From an optimization exercise on the open Yosys and OpenROAD flow, aimed at small area and a short achievable clock period; shortcuts taken in it are not production practice. Only simulation tests tie the RTL to the original design; equivalence was not proved. Power figures rest on the tool's default switching activity, not on a simulated workload.

## run 1
==> flow/design.v (excerpt) <==
module Pipeline_CPU( clk_i, rst_n, imem_addr_o, imem_data_i,
                     dmem_addr_o, dmem_wdata_o, dmem_we_o, dmem_re_o, dmem_rdata_i );
input         clk_i;
input         rst_n;
output [31:0] imem_addr_o;
input  [31:0] imem_data_i;
output [31:0] dmem_addr_o;
output [31:0] dmem_wdata_o;
output        dmem_we_o;
output        dmem_re_o;
input  [31:0] dmem_rdata_i;
reg  [31:2] pc;
reg  [31:2] mem_target;
wire        pcsrc;
wire [31:2] pc4 = pc + 30'd1;
always @(posedge clk_i)
  if (!rst_n) pc <= 30'd0;
  else        pc <= pcsrc ? mem_target : pc4;
assign imem_addr_o = {pc, 2'b00};
reg [31:0] id_intr;
reg [31:2] id_pc4;
always @(posedge clk_i)
  if (!rst_n) begin
    id_intr <= 32'd0;
    id_pc4  <= 30'd0;
  end else begin
    id_intr <= imem_data_i;
    id_pc4  <= pc4;
  end
wire d_r   = id_intr[31:26] == 6'b000000;
wire d_jal = id_intr[31:26] == 6'b000011;
wire [4:0] d_wr = d_r ? id_intr[15:11] : d_jal ? 5'd31 : id_intr[20:16];
  ...
Size in the first run: roughly 1,400 flip-flops, ~160 I/O pins.
Settings: LEC_CHECK=0, CAP_MARGIN=20, CORE_MARGIN=2, CORE_UTILIZATION=65, CTS_BUF_LIST=sky130_fd_sc_hd__clkbuf_16, CTS_CLUSTER_DIAMETER=80, CTS_CLUSTER_SIZE=20, SLEW_MARGIN=20, SYNTH_HIERARCHICAL=1; clock period 20.0 ns.
standard.sh (not shown) runs the stock make flow with config.mk's settings and CLKGATE_MAP_FILE= SYNTH_SCRIPT=/design/flow/synth_recipe.tcl, a recipe that flattens the netlist after the stock synthesis.
==> flow/flow/run.sh <==
#!/bin/bash
# Layout flow: the standard flow (standard.sh, ORFS) with two changes:
#  - ports are buffered with buf_2 instead of the delay cell buffer_ports picks
#  - repair_timing aims for a larger setup margin, so the resizer works on the
#    paths that set the achieved clock period
# ORFS writes each step's full log under orfs/logs/; make's own output goes to
# flow_make.log.
set -euo pipefail
bash standard.sh \
  "BUFFER_PORTS_ARGS=-buffer_cell sky130_fd_sc_hd__buf_2" \
  SETUP_SLACK_MARGIN=14.8 \
  finish > flow_make.log 2>&1
--- input diff run 1..run 2 ---
-- flow/design.v --
<<< run 1, line 143
assign d = (we & wd) | (we_n & q);
endmodule
module rfmux32( d, s, dw, bw, yn );
input  [31:0] d;
input  [31:0] s;
input         dw;
input         bw;
output        yn;
wire   [10:0] n;
>>> run 2, line 143
assign d = (we & wd) | (we_n & q);
endmodule
module rfmux32( d, s, yn );
input  [31:0] d;
input  [31:0] s;
output        yn;
wire   [10:0] n;
<<< run 1, line 156
  end
endgenerate
aoi222 u10( .a(d[30]), .b(s[30]), .c(d[31]), .d(s[31]), .e(dw), .f(bw), .y(n[10]) );
assign yn = &n;
endmodule
module Reg_File( q, sel, wd, byp, data_n );
input  [1023:0] q;
input  [31:0]   sel;
input  [31:0]   wd;
input           byp;
output [31:0]   data_n;
genvar b, i;
>>> run 2, line 154
  end
endgenerate
assign n[10] = ~((d[30] & s[30]) | (d[31] & s[31]));
assign yn = &n;
endmodule
module Reg_File( q, sel, data_n );
input  [1023:0] q;
input  [31:0]   sel;
output [31:0]   data_n;
genvar b, i;
<<< run 1, line 172
      assign d[i] = q[32*i+b];
    end
    rfmux32 m( .d(d), .s(sel), .dw(wd[b]), .bw(byp), .yn(data_n[b]) );
  end
endgenerate
>>> run 2, line 168
      assign d[i] = q[32*i+b];
    end
    rfmux32 m( .d(d), .s(sel), .yn(data_n[b]) );
  end
endgenerate
<<< run 1, line 208
wire d_jal = id_intr[31:26] == 6'b000011;
wire [4:0] d_wr = d_r ? id_intr[15:11] : d_jal ? 5'd31 : id_intr[20:16];
reg         wb_regwrite;
reg  [4:0]  wb_wr;
reg  [31:0] wb_data;
wire [1023:0] rf_q;
wire [4:0]  d_rs_a = id_intr[25:21];
wire [4:0]  d_rt_a = id_intr[20:16];
wire        d_rs_byp = wb_regwrite & (wb_wr == d_rs_a);
wire        d_rt_byp = wb_regwrite & (wb_wr == d_rt_a);
wire [31:0] d_rs_sel = d_rs_byp ? 32'd0 : 32'd1 << d_rs_a;
wire [31:0] d_rt_sel = d_rt_byp ? 32'd0 : 32'd1 << d_rt_a;
wire [31:0] d_rs_n, d_rt_n;
Reg_File RS( .q(rf_q), .sel(d_rs_sel), .wd(wb_data), .byp(d_rs_byp), .data_n(d_rs_n) );
Reg_File RT( .q(rf_q), .sel(d_rt_sel), .wd(wb_data), .byp(d_rt_byp), .data_n(d_rt_n) );
reg [31:26] ex_op;
reg [15:0]  ex_f;
reg [31:0]  ex_rs_n, ex_rt_n;       
reg [4:0]   ex_wr;
reg [31:2]  ex_pc4;
>>> run 2, line 204
wire d_jal = id_intr[31:26] == 6'b000011;
wire [4:0] d_wr = d_r ? id_intr[15:11] : d_jal ? 5'd31 : id_intr[20:16];
reg [31:26] ex_op;
reg [15:0]  ex_f;
reg [31:0]  ex_rs_sel, ex_rt_sel;    
reg [4:0]   ex_wr;
reg [31:2]  ex_pc4;
<<< run 1, line 230
  else        ex_op <= id_intr[31:26];
  ex_f      <= id_intr[15:0];
  ex_rs_n   <= d_rs_n;
  ex_rt_n   <= d_rt_n;
  ex_wr     <= d_wr;
  ex_pc4    <= id_pc4;
end
reg         rf_rst;
always @(posedge clk_i) rf_rst <= ~rst_n;
wire [31:0]   rf_wd = wb_data;
genvar g, gb;
generate
>>> run 2, line 213
  else        ex_op <= id_intr[31:26];
  ex_f      <= id_intr[15:0];
  ex_rs_sel <= 32'd1 << id_intr[25:21];
  ex_rt_sel <= 32'd1 << id_intr[20:16];
  ex_wr     <= d_wr;
  ex_pc4    <= id_pc4;
end
reg         wb_regwrite;
reg  [4:0]  wb_wr;
reg  [31:0] wb_data;
reg         rf_rst;
always @(posedge clk_i) rf_rst <= ~rst_n;
wire [31:0]   rf_wd = wb_data;
wire [1023:0] rf_q;
genvar g, gb;
generate
<<< run 1, line 265
wire e_branch = e_beq | e_bne | e_blt | e_bgez;
wire e_regwrite = ~(e_sw | e_beq | e_bne | e_j | e_jr | e_blt | e_bgez);
wire [31:0] e_result, e_rt;
wire        e_use_rt, e_slt;
ALU ALU1(
  .op_i(ex_op), .funct_i(ex_f[5:0]), .shamt_i(ex_f[10:6]), .imm_i(ex_imm),
  .rs_n_i(ex_rs_n), .rt_n_i(ex_rt_n), .result_o(e_result), .slt_o(e_slt), .rt_o(e_rt), .use_rt_o(e_use_rt)
);
wire [1:0] e_bt = e_bne ? 2'd1 : e_blt ? 2'd2 : e_bgez ? 2'd3 : 2'd0;
>>> run 2, line 252
wire e_branch = e_beq | e_bne | e_blt | e_bgez;
wire e_regwrite = ~(e_sw | e_beq | e_bne | e_j | e_jr | e_blt | e_bgez);
wire [31:0] rs_n, rt_n;
Reg_File RS( .q(rf_q), .sel(ex_rs_sel), .data_n(rs_n) );
Reg_File RT( .q(rf_q), .sel(ex_rt_sel), .data_n(rt_n) );
wire [31:0] e_result, e_rt;
wire        e_use_rt, e_slt;
ALU ALU1(
  .op_i(ex_op), .funct_i(ex_f[5:0]), .shamt_i(ex_f[10:6]), .imm_i(ex_imm),
  .rs_n_i(rs_n), .rt_n_i(rt_n), .result_o(e_result), .slt_o(e_slt), .rt_o(e_rt), .use_rt_o(e_use_rt)
);
wire [1:0] e_bt = e_bne ? 2'd1 : e_blt ? 2'd2 : e_bgez ? 2'd3 : 2'd0;
### Flow results
| met2 demand-to-capacity share in global routing | run 2 vs run 1 | ≈ equal |. Between run 1 and run 2, the final non-filler cell area figures differ only marginally. In the flow results for run 2 and run 1, the number of antenna violations at the first check in global routing is smaller on run 2. Relative to run 1, the worst-case reg-to-reg path depth of run 2 is lower by 4. For fmax, run 1 and run 2 come out practically identical. The run showing the greater fraction of the mapped netlist area in compound gates is run 2. Delta (run 2 minus run 1): half-perimeter wire length after detailed placement picked up an extra 3.5%; worst setup slack neither gained nor lost much; fraction of final layout cells with drive strength greater than 1 lost 1.0 points. Run 2 vs run 1: total power down slightly. Final clock period utilization by the worst path: run 1 vs run 2, no meaningful difference.

## port drivers added, routing unchanged
The flow's constraints put no driver on any port. The routed layouts listed below were extracted and timed again, unchanged, in two steps. Step 1 (the two cells are an assumption about what drives the block):
set clk [get_ports {clk_i}]
set_driving_cell -lib_cell sky130_fd_sc_hd__clkbuf_16 $clk
set_driving_cell -lib_cell sky130_fd_sc_hd__buf_2 [delete_from_list [all_inputs] $clk]
Step 2 also shifts input and output timing later by t, the mid clock arrival at the registers, as if the neighbouring blocks saw the same clock. Three values: ideal ports, drivers, drivers and shift; two values: the first two.
| run | t, ns | setup slack, ns | hold WS [ns] | worst slew at a driven data input, ns | cell pins on the clock port's net |
|---|---|---|---|---|---|
| run 1 | 0.750 | 14.778 / 14.701 / 14.364 | 0.327 / 0.327 / 0.327 | 0.07 | 1 |
| run 2 | 0.763 | 14.781 / 14.709 / 14.239 | 0.326 / 0.326 / 0.326 | 0.09 | 1 |
After both steps every run listed still meets setup and hold. For run 2, which loses most, drivers alone change the setup slack by -0.072 ns; drivers and shift together by -0.542 ns.
